What follows belongs to an exercise in optimizing a design on an open flow for small area, a short achievable clock period and few clock cycles per item; a production flow would make more cautious choices.
The RTL was checked by simulation tests, not by an equivalence proof against the original design.

==> flow/design.v (excerpt) <==
module cordic(
    input wire [31:0]   angle,
    input wire [1:0]    opt,
    input wire          enable,
    input wire          reset,
    input wire          clk,
    output wire signed [31:0] sin_out,
    output wire signed [31:0] cos_out,
    output wire               done
);
Size in the first run: ~1,100 cells after synthesis, ~63 flip-flops, ~100 I/O pins, about 7600 um2 of cells after synthesis.
==> flow/config.mk <==
export PLATFORM = sky130hd
export DESIGN_NAME = cordic
export DESIGN_NICKNAME = cordic
export VERILOG_FILES = /design/flow/design.v
export SDC_FILE = /design/flow/constraint.sdc
export NUM_CORES = 4
export LEC_CHECK = 0
export ABC_AREA = 1
export CAP_MARGIN = 20
export CORE_MARGIN = 2
export CORE_UTILIZATION = 40
export CTS_BUF_LIST = sky130_fd_sc_hd__clkbuf_4 sky130_fd_sc_hd__clkbuf_8
export CTS_CLUSTER_SIZE = 24
export SETUP_SLACK_MARGIN = 3.5
export SLEW_MARGIN = 20
==> flow/constraint.sdc <==
create_clock -name core_clock -period 7.0 [get_ports {clk}]
set_input_delay 1.4000 -clock core_clock [delete_from_list [all_inputs] [get_ports {clk}]]
set_output_delay 1.4000 -clock core_clock [all_outputs]
set_load 0.01 [all_outputs]
standard.sh (not shown) runs the stock make flow with config.mk's settings and CLKGATE_MAP_FILE= SYNTH_SCRIPT=/design/flow/synth_recipe.tcl, a recipe that flattens the netlist after the stock synthesis.
==> flow/flow/run.sh <==
#!/bin/bash
# The standard layout (standard.sh) with extra ORFS settings: port buffers
# made from sky130_fd_sc_hd__buf_1. ORFS writes each step's log under orfs/logs;
# make's own output goes to make.log.
set -euo pipefail
bash standard.sh 'BUFFER_PORTS_ARGS=-buffer_cell sky130_fd_sc_hd__buf_1' finish > make.log 2>&1
The starting point completed with no timing, DRC or antenna violations.
Testbench counts at the start, summed over its fixed seeds: cycles 43,200, items 2,400.
Rerun with:
- CTS_BUF_LIST: sky130_fd_sc_hd__clkbuf_4 sky130_fd_sc_hd__clkbuf_8 -> sky130_fd_sc_hd__clkbuf_8
- GPL_ROUTABILITY_DRIVEN: default -> 0
After rerunning:
- The changed run completed without violations
- worst hold slack stays the same
- count of clock-buffer cells in the layout does not change
- final area stays the same
- non-clock buffer count is unchanged
- clock skew does not change
- synthesized area does not change
- utilization is unchanged
- die area stays the same
- first-iteration DRC count does not change
Rerun with:
- CORE_UTILIZATION: 40 -> 50
- GPL_ROUTABILITY_DRIVEN: 0 -> default
- The new run completed without violations
- routed wire length is higher by 4.0%
- design area is higher by 2.6%
- count of clock-buffer cells in the layout is unchanged
- global-route usage is higher by 6.6 points

* * *

The RTL this note starts from:
==> flow/design.v <==
module cordic(
    input wire [31:0]   angle,
    input wire [1:0]    opt,
    input wire          enable,
    input wire          reset,
    input wire          clk,
    output wire signed [31:0] sin_out,
    output wire signed [31:0] cos_out,
    output wire               done
);
    localparam [17:0] K  = 18'd39797;
    localparam [17:0] NK = -18'd39797;
    function [17:0] atan_table;
        input [3:0] n;
        case (n)
            4'd2:  atan_table = 18'd16055;
            4'd3:  atan_table = 18'd8145;
            4'd4:  atan_table = 18'd4090;
            4'd5:  atan_table = 18'd2045;
            4'd6:  atan_table = 18'd1023;
            4'd7:  atan_table = 18'd512;
            4'd8:  atan_table = 18'd256;
            4'd9:  atan_table = 18'd128;
            4'd10: atan_table = 18'd64;
            4'd11: atan_table = 18'd32;
            4'd12: atan_table = 18'd16;
            4'd13: atan_table = 18'd8;
            4'd14: atan_table = 18'd4;
            default: atan_table = 18'd2;
        endcase
    endfunction
    function [17:0] addsub;
        input [17:0] a, b;
        input        m;      
        reg [18:0] s;
        begin
            s = {a, 1'b1} + {b ^ {18{m}}, m};
            addsub = s[18:1];
        end
    endfunction
    reg signed [17:0] x, y;
    reg [17:0] z;
    reg [4:0]  n;                
    reg [3:0]  sx, sy;           
    reg        dx, dyn, dz;      
    reg        sat_r, neg_r;     
    reg        sin_en, cos_en;   
    wire done_r = n[4];
    wire run    = enable & ~done_r;
    wire first  = (n[3:0] == 4'd0);
    wire st1    = (n[3:0] == 4'd1);
    wire last   = (n[3:0] == 4'd15);
    wire runk   = run & ~first;
    wire [17:0] ys = y >>> sx;
    wire [17:0] xs = x >>> sy;
    wire [17:0] x_nx = addsub(x, ys, dx);
    wire [17:0] y_nx = addsub(y, xs, dyn);
    reg [17:0] zc01;
    always @* begin
        case ({neg_r, dz})
            2'b01:   zc01 = -18'd81857;
            2'b00:   zc01 = -18'd21087;
            2'b11:   zc01 =  18'd21087;
            default: zc01 =  18'd81857;
        endcase
    end
    wire [17:0] z_nx = addsub(z, st1 ? zc01 : atan_table(n[3:0]), dz & ~st1);
    wire signed [17:0] a18 = angle[17:0];
    wire d1 = angle[31] ? (a18 >= -18'sd51472) : (a18 >= 18'sd51472);
    wire angle_sat = ~((&angle[31:17]) | ~(|angle[31:17]));
    wire d_nx = first ? (angle_sat ? ~angle[31] : d1)
                      : (sat_r ? ~neg_r : ~z_nx[17]);
    always @(posedge clk) begin
        sat_r  <= angle_sat;
        neg_r  <= angle[31];
        sin_en <= ~opt[0];
        cos_en <= ~(opt[1] & opt[0]);
        if (run) begin
            z   <= first ? angle[17:0] : z_nx;
            dx  <= d_nx;
            dyn <= ~d_nx;
            dz  <= d_nx;
        end
    end
    always @(posedge clk or posedge reset) begin
        if (reset) begin
            x  <= K;
            y  <= 18'd0;
            n  <= 5'd0;
            sx <= 4'd0;
            sy <= 4'd0;
        end else if (run) begin
            if (!first) x <= (last & ~cos_en) ? 18'd0 : x_nx;
            y  <= first ? (angle[31] ? NK : K) :
                  (last & ~sin_en) ? 18'd0 : y_nx;
            n  <= n + 5'd1;
            sx <= n[3:0] + 4'd1;
            sy <= n[3:0] + 4'd1;
        end
    end
    assign done    = done_r;
    assign sin_out = {{14{y[17]}}, y};
    assign cos_out = {{14{x[17]}}, x};
endmodule
clock: 7.0 ns
lec_check: 0
abc_area: 1
cap_margin: 20
core_margin: 2
core_utilization: 40
setup_slack_margin: 3
slew_margin: 20
run.sh (not shown) runs the stock make flow with config.mk's settings and CLKGATE_MAP_FILE= SYNTH_SCRIPT=/design/flow/synth_recipe.tcl, a recipe that flattens the netlist after the stock synthesis.
Stock flow here: none of the scripts above is used.
Testbench counts at the start, summed over its fixed seeds: cycles 43,200, items 2,400.
Rerun with:
==> flow/flow/run.sh (new file) <==
#!/bin/bash
# The standard layout (standard.sh) with extra ORFS settings: port buffers
# made from sky130_fd_sc_hd__buf_1. ORFS writes each step's log under orfs/logs;
# make's own output goes to make.log.
set -euo pipefail
bash standard.sh 'BUFFER_PORTS_ARGS=-buffer_cell sky130_fd_sc_hd__buf_1' finish > make.log 2>&1
==> flow/standard.sh (new file) <==
#!/bin/bash
# synth_recipe.tcl (not shown) runs the flow's synth.tcl, then flattens the netlist and writes it again
# the make line also repeats each setting of config.mk as NAME=value (left out here)
make -C /OpenROAD-flow-scripts/flow DESIGN_CONFIG=/design/flow/config.mk WORK_HOME=/design/flow/orfs CLKGATE_MAP_FILE= SYNTH_SCRIPT=/design/flow/synth_recipe.tcl "${@:-finish}"
- CORE_UTILIZATION: 40 -> 60
- SETUP_SLACK_MARGIN: 3 -> 3.5
removed: flow/run.sh
Result: The changed run finished with timing, DRC and antenna clean. Hold slack loses 0.012 ns. Setup slack gains 0.28 ns.
Rerun with:
==> flow/run.sh (new file) <==
#!/bin/bash
# synth_recipe.tcl (not shown) runs the flow's synth.tcl, then flattens the netlist and writes it again
# the make line also repeats each setting of config.mk as NAME=value (left out here)
make -C /OpenROAD-flow-scripts/flow DESIGN_CONFIG=/design/flow/config.mk WORK_HOME=/design/flow/orfs CLKGATE_MAP_FILE= SYNTH_SCRIPT=/design/flow/synth_recipe.tcl finish
- CORE_UTILIZATION: 60 -> 40
- SETUP_SLACK_MARGIN: 3.5 -> 4
removed: flow/flow/run.sh
removed: flow/standard.sh
=> Worst setup slack hardly moves; die area increases by 48%.

[afterwards: timing with drivers on the ports]
The flow's constraints put no driver on any port. The routed layouts listed below were extracted and timed again, unchanged, in two steps. Step 1: set_driving_cell puts a clkbuf_16 on clk and a buf_2 on each other input, an assumption about the parent block. Step 2 times the ports against the registers' clock, not the clock port: input delays grow and output delays shrink by t, the midpoint of the rising clock arrivals with the driver on. Three values: ideal, step 1, step 2; two values: the first two.
run | shift t [ns] | setup WS [ns] | slew at the worst register clock pin (ns) | worst slew at a driven data input, ns
the first run of note 1 | 0.406 | 3.641 / 3.641 / 3.383 | 0.08 / 0.08 | 0.03
the second run of note 1 | 0.406 | 3.641 / 3.641 / 3.383 | 0.08 / 0.08 | 0.03
the third run of note 1 | 0.419 | 3.679 / 3.679 / 3.671 | 0.09 / 0.09 | 0.04
the first run of note 2 | 0.389 | 3.245 / 3.245 / 3.005 | 0.07 / 0.07 | 0.05
the second run of note 2 | 0.388 | 3.524 / 3.524 / 3.524 | 0.06 / 0.06 | 0.03
the third run of note 2 | 0.398 | 3.526 / 3.526 / 3.526 | 0.07 / 0.07 | 0.04
After both steps setup and hold are still met in every run listed.
